What follows belongs to an exercise in optimizing a design on an open flow for small area, a short achievable clock period and few clock cycles per item; a production flow would make more cautious choices. Only simulation tests tie the RTL to the original design; equivalence was not proved. Power is estimated from default activity; no workload was simulated.

File: flow/design.v
`timescale 1ns / 1ps
module summator(
input [16:0] a1,
input [16:0] b1,
output [16:0] res1
);
    assign res1 = a1 + b1;
endmodule
`timescale 1ns / 1ps
module multer (
    input clk_i ,
    input rst_i ,
    input [7:0] a_bi ,
    input [7:0] b_bi ,
    input start_i ,
    output wire ready,
    output busy_o ,
    output reg [15:0] y_bo
);
    localparam IDLE = 1'b0 ;
    localparam WORK = 1'b1 ;
    reg [2:0] ctr ;
    wire [2:0] end_step ;
    wire [7:0] part_sum ;
    wire [15:0] shifted_part_sum ;
    reg [7:0] a , b ;
    reg [15:0] part_res ;
    reg state ;
    reg ready_in ; 
    assign part_sum = a & { 8{ b [ ctr ] } } ;
    assign shifted_part_sum = part_sum << ctr ;
    assign end_step = ( ctr == 3'h7 ) ;
    assign busy_o = state ;
    assign ready = ready_in ;
    always @(posedge clk_i)
        if (rst_i) begin
            ctr <= 0 ;
            part_res <= 0 ;
            y_bo <= 0 ;
            state <= IDLE ;
            ready_in <= 1 ;
        end else begin
            case ( state )
                IDLE :
                    if (start_i) begin
                        state <= WORK;
                        a <= a_bi ;
                        b <= b_bi ;
                        ctr <= 0 ;
                        part_res <= 0 ;
                        ready_in <= 0 ;
                    end
                WORK:
                begin
                    if ( end_step ) begin
                        state <= IDLE ;
                        y_bo <= part_res + shifted_part_sum ;
                    end
                    part_res <= part_res + shifted_part_sum ;
                    ctr <= ctr + 1 ;
                end
            endcase
        end
endmodule
`timescale 1ns / 1ps
module sqrt (
    input clk_i ,
    input rst_i ,
    input [16:0] a_bi ,
    input start_i ,
    output wire ready,
    output busy_o ,
    output reg [8:0] y_bo,
    output wire [16:0] summator_reg1_sqrt,
    output wire [16:0] summator_reg2_sqrt,
    input wire [16:0] summator_result_sqrt
);
    localparam IDLE = 1'b0 ;
    localparam WORK = 1'b1 ;
    wire [2:0] end_step ;
    reg [16:0] a ;
    reg state ;
    reg ready_in ; 
    reg [16:0] m ;
    reg [16:0] y_or_m, y ;
    reg[16:0] y_temp, yw, mw;
    reg [16:0] aw, bw;
    assign busy_o = state ;
    assign end_step = (m == 0) ;
    assign ready = ready_in ;
    assign summator_reg1_sqrt = a;
    assign summator_reg2_sqrt = -bw;
    always @(posedge clk_i)
        if (rst_i) begin
            m <= 1 << 16 ;
            y_bo <= 0 ;
            y <= 0 ;
            state <= IDLE ;
            ready_in <= 1 ;
        end else begin
            case ( state )
                IDLE :
                    if (ready && start_i) begin
                        m <= 1 << 16 ;
                        y <= 0 ;
                        state <= WORK;
                        a <= a_bi ;
                        ready_in <= 0 ;
                    end
                WORK:
                begin
                    if (end_step) begin
                        state <= IDLE ;
                        ready_in <= 1 ;
                        y_bo <= y ;
                    end else begin
                        y_or_m <= bw;
                        a <= aw;
                        y <= yw;
                        m <= mw;
                    end
                end
            endcase
        end
        always @*
            begin
                bw = y | m ;
                yw = y >> 1 ;
                if (a >= bw) begin
                    aw = summator_result_sqrt ;  
                    yw = yw | m ;
                end else begin
                    aw = a;
                end
                mw = m >> 2 ;
            end
endmodule
`timescale 1ns / 1ps
module evaluator(
    input clk_i ,
    input rst_i ,
    input [7:0] a_bi ,
    input [7:0] b_bi ,
    input start_i ,
    output ready,
    output busy_o ,
    output reg [8:0] y_bo
);
    localparam IDLE = 2'h0 ;
    localparam WORK_MULT = 2'h1 ;
    localparam WORK_SQRT = 2'h2 ;
    reg [1:0] state ;
    reg ready_in;
    reg start_mult;
    reg start_sqrt;
    reg [15:0] a_res, b_res;
    wire [15:0] a_sq, b_sq;
    wire a_busy, b_busy, sqrt_busy;
    wire a_ready, b_ready, sqrt_ready;
    reg [16:0] sum;
    wire [8:0] res;
    reg a_rst;
    reg b_rst;
    reg sum_rst;
    assign ready = ready_in;
    assign busy_o = state > 0 ;
    wire [16:0] summator_reg1;
    wire [16:0] summator_reg2;
    wire [16:0] summator_result;
    wire [16:0] sqrt_operand1;
    wire [16:0] sqrt_operand2;
    assign summator_reg1 = (state == WORK_MULT) ? a_sq : sqrt_operand1;
    assign summator_reg2 = (state == WORK_MULT) ? b_sq : sqrt_operand2;
    summator main_summator(
        .a1(summator_reg1), .b1(summator_reg2),
        .res1(summator_result)
    );
    multer a_square(.clk_i(clk_i), .rst_i(a_rst), .ready(a_ready), 
                    .a_bi(a_bi), .b_bi(a_bi), .start_i(start_mult), 
                    .busy_o(a_busy), .y_bo(a_sq));
    multer b_square(.clk_i(clk_i), .rst_i(b_rst), .ready(b_ready), 
                    .a_bi(b_bi), .b_bi(b_bi), .start_i(start_mult), 
                    .busy_o(b_busy), .y_bo(b_sq));
    reg [16:0] sqrt_input;
    sqrt sqrt_res(.clk_i(clk_i), .rst_i(sum_rst), .ready(sqrt_ready),
                  .a_bi(sqrt_input), .start_i(start_sqrt), 
                  .busy_o(sqrt_busy), .y_bo(res), 
                  .summator_reg1_sqrt(sqrt_operand1), .summator_reg2_sqrt(sqrt_operand2), 
                  .summator_result_sqrt(summator_result)
                  );
    always @(posedge clk_i)
        if (rst_i) begin
            y_bo <= 0 ;
            state <= IDLE ;
            a_rst <= 1;
            b_rst <= 1;
            sum_rst <= 1;
            start_mult <= 0;
            start_sqrt <= 0;
            sum <= 0;
            ready_in <= 1;
        end else begin
            case ( state )
                IDLE :
                    if (start_i) begin
                        a_rst <= 0;
                        b_rst <= 0;
                        sum_rst <= 0;
                        state <= WORK_MULT ;
                        ready_in <= 0 ;
                        start_mult <= 1 ;
                    end
                WORK_MULT:
                    begin
                        if (start_mult) begin
                            start_mult <= 0;         
                        end else if (!a_busy && !b_busy) begin
                            a_res <= a_sq;
                            b_res <= b_sq;
                            sqrt_input <= summator_result;
                            start_sqrt <= 1;
                            state <= WORK_SQRT;
                        end
                    end
                WORK_SQRT:
                    begin
                        if (start_sqrt) begin
                            start_sqrt <= 0;
                        end else if (!sqrt_busy) begin
                            y_bo <= res;                        
                            ready_in <= 1 ;
                            state <= IDLE;
                        end
                    end
            endcase
        end
endmodule
File: flow/run.sh
#!/bin/bash
# synth_recipe.tcl (not shown) runs the flow's synth.tcl, then flattens the netlist and writes it again
# the make line also repeats each setting of config.mk as NAME=value (left out here)
make -C /OpenROAD-flow-scripts/flow DESIGN_CONFIG=/design/flow/config.mk WORK_HOME=/design/flow/orfs CLKGATE_MAP_FILE= SYNTH_SCRIPT=/design/flow/synth_recipe.tcl finish
File: flow/config.mk
export PLATFORM = sky130hd
export DESIGN_NAME = evaluator
export DESIGN_NICKNAME = evaluator
export VERILOG_FILES = /design/flow/design.v
export SDC_FILE = /design/flow/constraint.sdc
export NUM_CORES = 4
export LEC_CHECK = 0
export CAP_MARGIN = 20
export CORE_MARGIN = 2
export CORE_UTILIZATION = 40
export SLEW_MARGIN = 20
File: flow/constraint.sdc
create_clock -name core_clock -period 4.0 [get_ports {clk_i}]
set_input_delay 0.8000 -clock core_clock [delete_from_list [all_inputs] [get_ports {clk_i}]]
set_output_delay 0.8000 -clock core_clock [all_outputs]
set_load 0.01 [all_outputs]
==> summary.md <==
| Metric | Value |
|---|---|
| Largest cells by area after synthesis | `dfxtp_1 24%, edfxtp_1 15%, ha_1 8.9%` |
| RSZ-0062 raised after global routing | `no` |
| Sw Pwr | `1.62 mW` |
| # fillers | `2517` |
| WL final | `24600 µm` |
| Fmax | `271 MHz` |
| Clock skew | `0.0119 ns` |
| IO Count | `30` |
| Clk buf depth | `2` |
| H-tree depth | `4` |
| Initial antenna violation count | `0` |
| TritonCTS Buffers | `17` |
| Synth cell types | `65` |
| Final setup vio count | `0` |
| Area added between synthesis and finish | `11.1%` |
| CTS tree | `yes` |
| Top cells by count, synth | `164 x nor2_1, 147 x nand2_1, 124 x dfxtp_1` |
| GRT Overall Usage | `19.0%` |
| Max FO, Critical Path | `10` |
| Peak VDD IR | `0.278 mV` |
| LEAKAGE | `4.34 nW` |
| Reg power frac | `43.1%` |
| Setup Crit Path Kind | `reg2reg` |
| Count leader, synth | `nor2_1` |
| Minimum clock period | `3.70 ns` |
| Hold-fix buffers at CTS | `0` |
| Top_reg_cell synth | `dfxtp_1` |
| Clk slew on worst S/H paths | `0.07 ns` |
| Share of cells above drive strength 1 | `8.99%` |
| Area of the die | `27100 µm²` |
| Sum Neg Setup Slack | `0 ns` |
| Die H | `165 µm` |
| Setup Fix Bufs, Post-CTS | `0` |
| Total gr overflow | `0` |
| Core area | `25300 µm²` |
| Crit end category | `flip-flop` |
| Vias in the first global route | `7944` |
| Syn nets | `1291` |
| Final hold vios | `0` |
| CTS Sinks | `174` |
| ANT nets after route | `0` |
| CP Cell Sequence | `mux4_2, nand2_1, and2_1, a211oi_1, ha_1, a211oi_1, nor2_1, o41ai_1, o221ai_1, xor2_1, nand2_1, a21oi_1` |
| First-pass GRT wire length | `40800 µm` |
| Starting Density | `40.8%` |
| Syn Area/Cell | `8.62 µm²` |
| ANT cells | `0` |
| Post-cts resize count | `0` |
| DRC viols | `0` |
| Status | `complete, no violations` |
| Placed inst area | `10900 µm²` |
| Largest net degree at the start of global routing | `71` |
| Internal power | `3.21 mW` |
| Crit path DAT | `3.98 ns` |
| Vias | `8345` |
| EDFF count, synth | `50` |
| Required time worst endpoint | `4.28 ns` |
| PnR worst setup slack | `0.303 ns` |
| Fin. max-slew vios | `0` |
| Pre-CTS setup slack | `0.394 ns` |
| WL per Instance | `16.0 µm` |
| Critical Path Max Stage Delay | `0.56 ns` |
| FFs w/ async S/R, synth | `0%` |
| Fin nets | `1295` |
| Buffers on Ports | `29` |
| Top cell type's share of synthesized area | `24.1%` |
| Cells after synthesis | `1196` |
| Die W | `165 µm` |
| Critical Path Source Type | `flip-flop` |
| Crit share post-route | `92.4%` |
| Sequential area share after synthesis | `38.7%` |
| Worst slew pin tran | `0.814 ns` |
| Cell type with the largest total area after synthesis | `dfxtp_1` |
| Cell at the slowest stage of the critical path | `o41ai_1` |
| Later-pin clock latency in the skew report | `0.43 ns` |
| Power Density | `422 nW/µm²` |
| 1st-iter DRT viols | `557` |
| Clock share of power | `33.3%` |
| Design Area, Final | `11400 µm²` |
| Worst hold path type | `reg2reg` |
| GP Congestion | `0.870` |
| Sw Share | `33.5%` |
| Mapped cell area | `10300 µm²` |
| First-pass DRT Iterations | `7` |
| Clock root cell | `clkbuf_16` |
| Yosys warns | `3` |
| Max Cap Viol | `0` |
| Tot Pwr | `4.84 mW` |
| DP HPWL | `18300 µm` |
| Row cnt | `58` |
| Slew Limit Headroom | `45.6%` |
| Via density | `5.41` |
| Synth Register Bits | `174` |
| Combinational share of power | `23.6%` |
==> metal layers <==
metal,GRT usage (%),vias to the layer above,wire [µm]
li1,-,4265,-
met3,3.34,24,778
met5,0,-,0
met4,4.98,0,396
met1,26.3,3931,12200
met2,30.8,125,11200
==> power by group through the flow <==
stage | clock network, mW | registers, mW | logic (mW)
after global routing | 1.72 | 2.10 | 1.27
after CTS | 1.64 | 2.08 | 1.14
final | 1.61 | 2.08 | 1.14
after floorplan | 0 | 2.04 | 0.893
after global placement | 0 | 2.12 | 1.13
after detailed placement | 0 | 2.12 | 1.14
==> layout by cell type (no fill, tap or decap), types with 3 or more instances in the layout <==
cell type,Yosys,final
a21o_1,18,18
nor3_1,15,15
inv_1,37,37
edfxtp_1,50,50
a22oi_1,24,24
o21ai_0,65,65
inv_6,0,7
clkbuf_16,0,17
o21bai_1,3,3
nand3_1,24,24
nor2b_1,8,8
and3_1,8,8
mux2i_1,19,19
nor3b_1,26,25
ha_1,73,72
xor2_1,24,24
a211oi_1,18,18
nand2b_1,5,5
clkdlybuf4s50_1,0,29
mux2_2,42,42
nand4_1,6,6
and2_1,8,8
a311o_1,3,3
nand3b_1,3,3
a21oi_1,122,122
nor2_1,164,164
or3_1,3,3
xnor2_1,28,28
mux4_2,4,4
nand2_1,147,147
nor4_1,7,7
inv_4,0,5
o31ai_1,5,5
fa_1,3,3
a31oi_1,7,7
o211ai_1,5,5
o21a_1,5,5
dfxtp_1,124,123
buf_4,0,17
==> cell families (layout without fill, tap and decap cells) <==
| group | after synthesis | after routing | synth area share [%] |
|---|---|---|---|
| xor+xnor | 52 | 52 | 4.42 |
| fa+ha+maj | 76 | 76 | 9.44 |
| compound gates | 293 | 293 | 17.0 |
| simple gates | 438 | 438 | 19.4 |
| flops | 174 | 174 | 38.7 |
| buf+inv | 98 | 115 | 3.82 |
| mux | 65 | 65 | 7.31 |
==> sequential cells by signal, indices dropped and copies added (netlist names), 9 cells and up <==
signal and count:
sqrt_res.m 9, sqrt_res.y_bo 9, sqrt_input 17, sqrt_res.y 17
b_square.y_bo 16, a_square.y_bo 16, sqrt_res.a 17, a_square.part_res 16
y_bo 9, b_square.part_res 16
==> worst max-delay path: cells and delay by family, from the launching register on <==
family / cells / cell delay [ns]
multiplexers: 1 / 0.54
adder cells (fa/ha/maj): 1 / 0.35
AND/OR/NAND/NOR: 4 / 0.59
XOR/XNOR: 1 / 0.21
flip-flops: 1 / 0.55
AO/OA/AOI/OAI: 5 / 1.29
==> through the flow <==
stage	cells	hold slack [ns]	utilization [%]
after floorplan	1196	0.425	-
after global placement	1511	0.443	43.1
after detailed placement	1511	0.448	43.1
after CTS	1543	0.458	45.3
after global routing	1543	0.475	45.3
final	1543	0.454	45.3
==> final cells by class <==
class	count	area, µm²	share of cell area (%)
Clock buffer	18	439	3.84
Clock inverter	14	115	1.01
Inverter	37	139	1.21
Multi-Input combinational cell	924	5940	51.9
Sequential cell	174	3990	34.8
Tap cell	330	413	3.61
Timing Repair Buffer	46	418	3.65
==> worst paths after layout <==
kind / from / to / slack [ns] / cells after the start
setup / recovery: b_square.ctr[0] / b_square.y_bo[15] / 0.30 / 12
hold / removal: y_bo[2] / y_bo[2] / 0.45 / 2
setup reg to reg: b_square.ctr[0] / b_square.y_bo[15] / 0.30 / 12
hold reg to reg: y_bo[2] / y_bo[2] / 0.45 / 2
Testbench counts, summed over its fixed seeds: cycles 36,808, items 1,600.

static timing again, ports no longer ideal:
In the flow no input, the clock included, has a driving cell. The finished layout below was timed again as built, in two steps.
Step 1 assumes that a clkbuf_16 drives the clock port and a buf_2 every other input.
Step 2 also shifts input and output timing later by t, the mid clock arrival at the registers, as if the neighbouring blocks saw the same clock.
a / b / c = ideal / step 1 / step 2; a / b = the first two.
shift t [ns]: 0.473
setup WS [ns]: 0.303 / 0.303 / 0.303
latest minus earliest clock arrival (ns): 0.013 / 0.014
worst register clock-pin slew, ns: 0.07 / 0.07
worst slew at a driven data input, ns: 0.03
After both steps this run still meets setup and hold. The setup slack of this run moves by 0.000 ns with the drivers and by 0.000 ns with both steps.
